Context: an optimization exercise on an open-source flow, tuned for small area, a short achievable clock period and few clock cycles per item. The choices shown serve that exercise and are no tape-out recipe.
Where RTL was checked, it was by simulation tests only, not by an equivalence proof against the original.

## run 1
Design matvecmult, start of the top module:
module matvecmult(
    CLK,
    RST,
    vector_x,
    vector_b,
    vector_y,
    Q,
    A,
    finish
);
Size in the first run: about 1600 cells after synthesis, about 240 flip-flops, ~520 I/O pins.
==> flow/config.mk <==
export PLATFORM = sky130hd
export DESIGN_NAME = matvecmult
export DESIGN_NICKNAME = matvecmult
export VERILOG_FILES = /design/flow/design.v
export SDC_FILE = /design/flow/constraint.sdc
export NUM_CORES = 4
export LEC_CHECK = 0
export ABC_CLOCK_PERIOD_IN_PS = 3000
export CAP_MARGIN = 20
export CORE_MARGIN = 2
export CORE_UTILIZATION = 40
export SLEW_MARGIN = 20
==> flow/constraint.sdc <==
create_clock -name core_clock -period 10.0 [get_ports {CLK}]
set_input_delay 2.0000 -clock core_clock [delete_from_list [all_inputs] [get_ports {CLK}]]
set_output_delay 2.0000 -clock core_clock [all_outputs]
set_load 0.01 [all_outputs]
standard.sh (not shown) runs the stock make flow with config.mk's settings and CLKGATE_MAP_FILE= SYNTH_SCRIPT=/design/flow/synth_recipe.tcl, a recipe that flattens the netlist after the stock synthesis.
==> flow/flow/run.sh <==
#!/bin/bash
set -euo pipefail
export BUFFER_PORTS_ARGS="-buffer_cell sky130_fd_sc_hd__buf_1"
bash standard.sh > standard_make.log 2>&1
Run 1: full flow OK, the timing, design-rule and antenna checks passed
Testbench counts of run 1, summed over its fixed seeds: cycles 43,200, items 2,400.
Input-level comparison between run 2 and run 1:
Settings: a deleted ABC_CLOCK_PERIOD_IN_PS that had been 3000.
==> flow/run.sh (new file) <==
#!/bin/bash
# synth_recipe.tcl (not shown) runs the flow's synth.tcl, then flattens the netlist and writes it again
# the make line also repeats each setting of config.mk as NAME=value (left out here)
make -C /OpenROAD-flow-scripts/flow DESIGN_CONFIG=/design/flow/config.mk WORK_HOME=/design/flow/orfs CLKGATE_MAP_FILE= SYNTH_SCRIPT=/design/flow/synth_recipe.tcl finish
removed: flow/flow/run.sh
removed: flow/standard.sh
### Flow results
Looking only at critical path buffer and inverter count, and setting everything else aside, the higher value of run 1 and run 2 goes to run 1. A most common cell after layout, fill and taps aside of sky130_fd_sc_hd__clkdlybuf4s50_1 is what run 2 shows, while sky130_fd_sc_hd__buf_1 belongs to run 1. The worst-case hold slack of run 2 was inferior to that of run 1. Between run 2 and run 1, it is run 2 whose final routed wirelength across all metal layers is higher, by 5.6%. Going from run 1 to run 2, highest cell delay on the worst timing path grows by 0.02 ns. Run 1 → run 2: count of placed standard cells in the final layout, fillers left out comparable, area overhead of the layout relative to synthesis rose by 17 points.
## Diff of input files: run 3 against run 2
Settings: putting ABC_CLOCK_PERIOD_IN_PS at 3000 where nothing was set.
==> comparison <==
Run 3: flow completed, timing, DRC and antenna clean
| first-pass GRT wire length | run 2 vs run 3 | ≈ equal |
Area fraction in and, or, nand and nor cells after synthesis: run 3 vs run 2 identical
Run 2 -> run 3: clock buffer and inverter area fraction after layout delta 0, exact match
Re count of unique library cells instantiated by Yosys: no difference whatsoever between run 3 and run 2.
Taking run 2 as the reference, in run 3 wire length on met1 saw little to no change, transition at the pin with the smallest max-transition slack saw little to no change, final core utilization saw little to no change.
Reported for run 2 and run 3, fraction of area in multi-input gates turned out identical to the last digit.
On worst-case register-to-register setup slack, run 2 and run 3 are neck and neck.

========
Another version of the RTL of matvecmult (not shown whole).
For scale: ~220 flip-flops, ~520 I/O pins, ~16000 um^2 of cells after synthesis.
// matvecmult
module matvecmult(
    CLK,
    RST,
    vector_x,
    vector_b,
    vector_y,
    Q,
    A,
    finish
);
clock: 10.0 ns
lec_check: 0
cap_margin: 20
core_margin: 2
core_utilization: 40
slew_margin: 20
synth_hierarchical: 1
synth_minimum_keep_size: 0
==> flow/flow/run.sh <==
#!/bin/bash
set -euo pipefail
export BUFFER_PORTS_ARGS="-buffer_cell sky130_fd_sc_hd__buf_1"
export SETUP_SLACK_MARGIN=6.5
bash standard.sh > standard_make.log 2>&1
The starting point passed the timing, design-rule and antenna checks.
Testbench counts at the start, summed over its fixed seeds: cycles 43,200, items 2,400.
Rerun with:
==> flow/flow/run.sh (replaced) <==
#!/bin/bash
set -euo pipefail
export BUFFER_PORTS_ARGS="-buffer_cell sky130_fd_sc_hd__buf_1"
bash standard.sh > standard_make.log 2>&1
The new run finished clean.
Count of clock-buffer cells in the layout went down by 4.
Non-clock buffer count went down by 2.
Die area stays the same.
Fmax went down by about 4%.
Register-to-register slack degrades by 0.17 ns.
Sequential share of layout area went up by 2.4 points.
Core utilization went down by 4.2 points.
Rerun with:
==> flow/flow/run.sh (replaced) <==
#!/bin/bash
set -euo pipefail
export BUFFER_PORTS_ARGS="-buffer_cell sky130_fd_sc_hd__buf_1"
export SETUP_SLACK_MARGIN=7.0
bash standard.sh > standard_make.log 2>&1
CORE_UTILIZATION = 55   (was 40)
Effect: Worst hold slack is better by 0.011 ns; synthesized area stays the same; cell area came out higher by 26%; count of clock-buffer cells in the layout came out higher by 5; via count came out higher by 10%.
Rerun with:
==> flow/run.sh (new file) <==
#!/bin/bash
# synth_recipe.tcl (not shown) runs the flow's synth.tcl, then flattens the netlist and writes it again
# the make line also repeats each setting of config.mk as NAME=value (left out here)
make -C /OpenROAD-flow-scripts/flow DESIGN_CONFIG=/design/flow/config.mk WORK_HOME=/design/flow/orfs CLKGATE_MAP_FILE= SYNTH_SCRIPT=/design/flow/synth_recipe.tcl finish
CORE_UTILIZATION = 40   (was 55)
removed: flow/flow/run.sh
removed: flow/standard.sh
- via count is lower by roughly a tenth
- routed wire length came out lower by a little under a tenth
- clock skew goes up by 0.0082 ns
- worst hold slack gets worse by 0.018 ns

========
matvecmult, a different RTL version from the one above (not shown whole).
For scale: about 240 flip-flops, ~520 I/O pins, roughly 16000 sq um of cells after synthesis.
==> flow/config.mk <==
export PLATFORM = sky130hd
export DESIGN_NAME = matvecmult
export DESIGN_NICKNAME = matvecmult
export VERILOG_FILES = /design/flow/design.v
export SDC_FILE = /design/flow/constraint.sdc
export NUM_CORES = 4
export LEC_CHECK = 0
export CAP_MARGIN = 20
export CORE_MARGIN = 2
export CORE_UTILIZATION = 40
export PLACE_DENSITY = 0.8
export SLEW_MARGIN = 20
export SYNTH_HIERARCHICAL = 1
export SYNTH_MINIMUM_KEEP_SIZE = 0
==> flow/constraint.sdc <==
create_clock -name core_clock -period 10.0 [get_ports {CLK}]
set_input_delay 2.0000 -clock core_clock [delete_from_list [all_inputs] [get_ports {CLK}]]
set_output_delay 2.0000 -clock core_clock [all_outputs]
set_load 0.01 [all_outputs]
==> flow/flow/run.sh <==
#!/bin/bash
set -euo pipefail
export PRE_GLOBAL_PLACE_TCL="$PWD/flow/buffer_ports.tcl"
bash standard.sh > standard_make.log 2>&1
==> flow/flow/buffer_ports.tcl <==
# Port buffers: buf_2 on the inputs (they fan out to several gates), buf_1 on
# the outputs.  Replaces the single buffer_ports call of global_place.tcl.
rename buffer_ports my_orig_buffer_ports
proc buffer_ports {args} {
  my_orig_buffer_ports -inputs -buffer_cell sky130_fd_sc_hd__buf_2
  my_orig_buffer_ports -outputs -buffer_cell sky130_fd_sc_hd__buf_1
}
Testbench counts at the start, summed over its fixed seeds: cycles 43,200, items 2,400.
Edit:
Settings changed: CORE_UTILIZATION 40 to 62, PLACE_DENSITY 0.8 to 0.75.
After rerunning:
- cell area went down by 1.3%
- critical path depth went down by 3
- count of clock-buffer cells in the layout does not change
- synthesized cell count is unchanged
- hold slack stays flat
Edit:
==> flow/flow/run.sh (replaced) <==
#!/bin/bash
set -euo pipefail
export BUFFER_PORTS_ARGS="-buffer_cell sky130_fd_sc_hd__buf_2"
bash standard.sh > standard_make.log 2>&1
Settings changed: CORE_UTILIZATION 62 to 40, PLACE_DENSITY 0.75 to default.
removed: flow/flow/buffer_ports.tcl
- The changed run completed with no timing, DRC or antenna violations
- wire length is higher by about 6.6%
- global-route usage is lower by 10 points
- synthesized area is unchanged
Edit:
==> flow/flow/run.sh (replaced) <==
#!/bin/bash
set -euo pipefail
export PRE_GLOBAL_PLACE_TCL="$PWD/flow/buffer_ports.tcl"
bash standard.sh > standard_make.log 2>&1
==> flow/flow/buffer_ports.tcl (new file) <==
# Port buffers: buf_2 on the inputs that feed the partial products (Q and
# vector_x fan out to several gates), buf_1 on the other inputs and on the
# outputs.  Replaces the single buffer_ports call of global_place.tcl.
rename buffer_ports my_orig_buffer_ports
proc buffer_ports {args} {
  my_orig_buffer_ports -inputs -buffer_cell sky130_fd_sc_hd__buf_2
  my_orig_buffer_ports -outputs -buffer_cell sky130_fd_sc_hd__buf_1
  set small [get_lib_cells sky130_fd_sc_hd__buf_1]
  set n 0
  foreach port [get_ports {vector_b* RST}] {
    foreach pin [get_pins -of_objects [get_nets -of_objects $port]] {
      set inst [get_cells -of_objects $pin]
      if {[get_property [get_property $inst liberty_cell] name] eq "sky130_fd_sc_hd__buf_2"} {
        replace_cell $inst $small
        incr n
      }
    }
  }
  puts "buffer_ports.tcl: $n input buffers set to buf_1"
}
Settings changed: CORE_UTILIZATION 40 to 50.
Effect:
- Now the flow ended with an error in 3_3_place_gp with STA-0100
- synthesized area stays the same
- synthesized cell count is unchanged

========
Starting RTL as in the previous note.
// matvecmult
module matvecmult(
    CLK,
    RST,
    vector_x,
    vector_b,
    vector_y,
    Q,
    A,
    finish
);
export LEC_CHECK = 0
export CAP_MARGIN = 20
export CORE_MARGIN = 2
export CORE_UTILIZATION = 50
export SLEW_MARGIN = 20
export SYNTH_HIERARCHICAL = 1
export SYNTH_MINIMUM_KEEP_SIZE = 0
create_clock -name core_clock -period 10.0 [get_ports {CLK}]
==> flow/flow/run.sh <==
#!/bin/bash
set -euo pipefail
export PRE_GLOBAL_PLACE_TCL="$PWD/flow/buffer_ports.tcl"
bash standard.sh > standard_make.log 2>&1
==> flow/flow/buffer_ports.tcl <==
# Port buffers: buf_2 on the inputs that feed the partial products (Q and
# vector_x fan out to several gates), buf_1 on the other inputs and on the
# outputs.  Replaces the single buffer_ports call of global_place.tcl.
rename buffer_ports my_orig_buffer_ports
proc buffer_ports {args} {
  my_orig_buffer_ports -inputs -buffer_cell sky130_fd_sc_hd__buf_2
  my_orig_buffer_ports -outputs -buffer_cell sky130_fd_sc_hd__buf_1
  set small [get_lib_cells sky130_fd_sc_hd__buf_1]
  set n 0
  foreach bterm [[ord::get_db_block] getBTerms] {
    set name [$bterm getName]
    if {![string match {vector_b*} $name] && $name ne "RST"} { continue }
    foreach iterm [[$bterm getNet] getITerms] {
      set inst [$iterm getInst]
      if {[[$inst getMaster] getName] eq "sky130_fd_sc_hd__buf_2"} {
        replace_cell [get_cells [$inst getName]] $small
        incr n
      }
    }
  }
  puts "buffer_ports.tcl: $n input buffers set to buf_1"
}
The baseline completed with no timing, DRC or antenna violations.
Testbench counts at the start, summed over its fixed seeds: cycles 43,200, items 2,400.
Edit:
Settings changed: CORE_UTILIZATION 50 to 40.
Outcome: The new run passed the timing, design-rule and antenna checks; via count goes up by 0.38%; utilization goes down by 12 points; cell area goes up by 0.56%; sequential share of layout area goes down by 0.18 points; maximum frequency goes down by 0.38%; worst setup slack loses 0.014 ns; synthesized area does not change; global-route usage goes down by 4.7 points; synthesized cell count does not change.
Edit:
==> flow/flow/run.sh (replaced) <==
#!/bin/bash
set -euo pipefail
export PRE_GLOBAL_PLACE_TCL="$PWD/flow/buffer_ports.tcl"
export SETUP_SLACK_MARGIN=6.7
bash standard.sh > standard_make.log 2>&1
==> flow/flow/buffer_ports.tcl (replaced) <==
# Port buffers: buf_2 on the inputs (they fan out to several gates), buf_1 on
# the outputs.  Replaces the single buffer_ports call of global_place.tcl.
rename buffer_ports my_orig_buffer_ports
proc buffer_ports {args} {
  my_orig_buffer_ports -inputs -buffer_cell sky130_fd_sc_hd__buf_2
  my_orig_buffer_ports -outputs -buffer_cell sky130_fd_sc_hd__buf_1
}
Cell count is about the same; cell area rises by 13%; critical path depth is unchanged; die area does not change; synthesized cell count is unchanged; register-to-register slack gains 0.21 ns.
Edit:
==> flow/flow/run.sh (replaced) <==
#!/bin/bash
set -euo pipefail
export PRE_GLOBAL_PLACE_TCL="$PWD/flow/buffer_ports.tcl"
bash standard.sh > standard_make.log 2>&1
==> flow/flow/buffer_ports.tcl (replaced) <==
# Port buffers: buf_2 on the inputs that feed the partial products (Q and
# vector_x fan out to several gates), buf_1 on the other inputs and on the
# outputs.  Replaces the single buffer_ports call of global_place.tcl.
rename buffer_ports my_orig_buffer_ports
proc buffer_ports {args} {
  my_orig_buffer_ports -inputs -buffer_cell sky130_fd_sc_hd__buf_2
  my_orig_buffer_ports -outputs -buffer_cell sky130_fd_sc_hd__buf_1
  set small [get_lib_cells sky130_fd_sc_hd__buf_1]
  set n 0
  foreach port [get_ports {vector_b* RST}] {
    foreach pin [get_pins -of_objects [get_nets -of_objects $port]] {
      set inst [get_cells -of_objects $pin]
      if {[get_property [get_property $inst liberty_cell] name] eq "sky130_fd_sc_hd__buf_2"} {
        replace_cell $inst $small
        incr n
      }
    }
  }
  puts "buffer_ports.tcl: $n input buffers set to buf_1"
}
=> This time the run stopped in global placement (3_3_place_gp); synthesized cell count stays the same; area after synthesis is unchanged.
Edit:
==> flow/flow/buffer_ports.tcl (replaced) <==
# Port buffers: buf_2 on the inputs (they fan out to several gates), buf_1 on
# the outputs.  Replaces the single buffer_ports call of global_place.tcl.
rename buffer_ports my_orig_buffer_ports
proc buffer_ports {args} {
  my_orig_buffer_ports -inputs -buffer_cell sky130_fd_sc_hd__buf_2
  my_orig_buffer_ports -outputs -buffer_cell sky130_fd_sc_hd__buf_1
}
The changed run completed without violations.
Synthesized cell count stays the same.
Area after synthesis stays the same.

========
Another version of the RTL of matvecmult (not shown whole).
Size: about 1400 cells after synthesis, about 240 flip-flops, about 16000 sq um of cells after synthesis.
export LEC_CHECK = 0
export CAP_MARGIN = 20
export CORE_MARGIN = 2
export CORE_UTILIZATION = 55
export PLACE_DENSITY = 0.7
export SLEW_MARGIN = 20
export SYNTH_HIERARCHICAL = 1
export SYNTH_MINIMUM_KEEP_SIZE = 0
create_clock -name core_clock -period 10.0 [get_ports {CLK}]
==> flow/flow/run.sh <==
#!/bin/bash
set -euo pipefail
export PRE_GLOBAL_PLACE_TCL="$PWD/flow/buffer_ports.tcl"
bash standard.sh > standard_make.log 2>&1
==> flow/flow/buffer_ports.tcl <==
# Port buffers: buf_2 on the inputs (they fan out to several gates), buf_1 on
# the outputs.  Replaces the single buffer_ports call of global_place.tcl.
rename buffer_ports my_orig_buffer_ports
proc buffer_ports {args} {
  my_orig_buffer_ports -inputs -buffer_cell sky130_fd_sc_hd__buf_2
  my_orig_buffer_ports -outputs -buffer_cell sky130_fd_sc_hd__buf_1
}
Next try:
--- a/flow/config.mk
+++ b/flow/config.mk
@@ -8,6 +8,5 @@
 export CAP_MARGIN = 20
 export CORE_MARGIN = 2
-export CORE_UTILIZATION = 55
-export PLACE_DENSITY = 0.7
+export CORE_UTILIZATION = 40
 export SLEW_MARGIN = 20
 export SYNTH_HIERARCHICAL = 1
Effect: The changed run completed without violations. Die area climbs by well over a third. Via count went down by a few percent. Routed wire length climbs by a few percent. Core utilization drops by 18 points.
No functional check of the RTL was part of any run of this note.

========
RTL: one of the versions met above, not the one the previous note started from.
Size: about 240 flip-flops, about 520 I/O pins.
Settings: LEC_CHECK=0, CAP_MARGIN=20, CORE_MARGIN=2, CORE_UTILIZATION=40, SLEW_MARGIN=20, SYNTH_HIERARCHICAL=1, SYNTH_MINIMUM_KEEP_SIZE=0; clock period 10.0 ns.
==> flow/flow/run.sh <==
#!/bin/bash
set -euo pipefail
export PRE_GLOBAL_PLACE_TCL="$PWD/flow/buffer_ports.tcl"
export SETUP_SLACK_MARGIN=6.5
bash standard.sh > standard_make.log 2>&1
Scripts as last shown in full above: flow/flow/buffer_ports.tcl
Testbench counts at the start, summed over its fixed seeds: cycles 43,200, items 2,400.
Next try:
==> flow/flow/run.sh (replaced) <==
#!/bin/bash
set -euo pipefail
export PRE_GLOBAL_PLACE_TCL="$PWD/flow/buffer_ports.tcl"
bash standard.sh > standard_make.log 2>&1
--- a/flow/config.mk
+++ b/flow/config.mk
@@ -9,4 +9,5 @@
 export CORE_MARGIN = 2
 export CORE_UTILIZATION = 40
+export CTS_BUF_LIST = sky130_fd_sc_hd__clkbuf_4 sky130_fd_sc_hd__clkbuf_8
 export SLEW_MARGIN = 20
 export SYNTH_HIERARCHICAL = 1
Effect: Synthesized cell count stays the same; cell area went down by 2.2%; core utilization went down by 1.1 points; synthesized area does not change; first-iteration DRC count went down by 6.6%; worst setup slack degrades by 0.069 ns.
Next try:
--- a/flow/config.mk
+++ b/flow/config.mk
@@ -8,6 +8,6 @@
 export CAP_MARGIN = 20
 export CORE_MARGIN = 2
-export CORE_UTILIZATION = 40
-export CTS_BUF_LIST = sky130_fd_sc_hd__clkbuf_4 sky130_fd_sc_hd__clkbuf_8
+export CORE_UTILIZATION = 55
+export PLACE_DENSITY = 0.7
 export SLEW_MARGIN = 20
 export SYNTH_HIERARCHICAL = 1
=>
- The changed run completed with no timing, DRC or antenna violations
- utilization is higher by 18 points
- critical path depth grows by 1
- worst setup slack improves by 0.012 ns
- count of clock-buffer cells in the layout fell by 27
- global-route usage is higher by 7.2 points
- sequential share of layout area is higher by 0.41 points
- die area falls by 27%
- wire length shrinks by 5.3%
- area after synthesis is unchanged
- fmax climbs by 0.33%

what the ideal ports hide:
Ports are ideal in the flow. The routed layouts listed here were re-timed in OpenROAD.
Step 1: set_driving_cell puts a clkbuf_16 on CLK and a buf_2 on each other input, an assumption about the parent block.
Step 2 times the ports against the registers' clock, not the clock port: input delays grow and output delays shrink by t, the midpoint of the rising clock arrivals with the driver on.
Three values: no drivers, after step 1, after step 2; two values: the first two.
run | shift t [ns] | setup WS [ns] | worst setup path after step 2 | worst register clock-pin slew, ns
run 1 | 0.591 | 5.379 / 5.379 / 5.087 | input to register | 0.07 / 0.07
run 2 | 0.560 | 5.165 / 5.166 / 4.605 | input to register | 0.07 / 0.07
run 3 | 0.560 | 5.165 / 5.166 / 4.605 | input to register | 0.07 / 0.07
the first run of note 2 | 0.562 | 6.105 / 6.105 / 5.798 | input to register | 0.06 / 0.06
the second run of note 2 | 0.547 | 5.936 / 5.936 / 5.465 | input to register | 0.07 / 0.07
the third run of note 2 | 0.563 | 6.261 / 6.261 / 5.791 | input to register | 0.07 / 0.07
the fourth run of note 2 | 0.548 | 5.635 / 5.658 / 5.109 | input to register | 0.07 / 0.07
the first run of note 3 | 0.569 | 6.368 / 6.368 / 5.841 | input to register | 0.07 / 0.07
the second run of note 3 | 0.571 | 6.386 / 6.414 / 5.843 | input to register | 0.07 / 0.07
the third run of note 3 | 0.580 | 6.357 / 6.387 / 5.807 | input to register | 0.07 / 0.07
the first run of note 4 | 0.573 | 6.408 / 6.419 / 5.846 | input to register | 0.06 / 0.06
the second run of note 4 | 0.570 | 6.394 / 6.394 / 5.856 | input to register | 0.07 / 0.07
the third run of note 4 | 0.583 | 6.607 / 6.607 / 6.046 | input to register | 0.07 / 0.07
the fifth run of note 4 | 0.569 | 6.400 / 6.427 / 5.858 | input to register | 0.07 / 0.07
the first run of note 5 | 0.577 | 6.406 / 6.434 / 5.858 | input to register | 0.07 / 0.07
the second run of note 5 | 0.571 | 6.379 / 6.405 / 5.833 | input to register | 0.07 / 0.07
the first run of note 6 | 0.575 | 6.505 / 6.527 / 5.952 | input to register | 0.06 / 0.06
the second run of note 6 | 0.578 | 6.437 / 6.442 / 5.885 | input to register | 0.07 / 0.07
the third run of note 6 | 0.585 | 6.448 / 6.477 / 5.893 | input to register | 0.07 / 0.07
After both steps setup and hold are still met in every run listed. For the first run of note 4, which loses most, drivers alone change the setup slack by +0.011 ns; drivers and shift together by -0.562 ns.
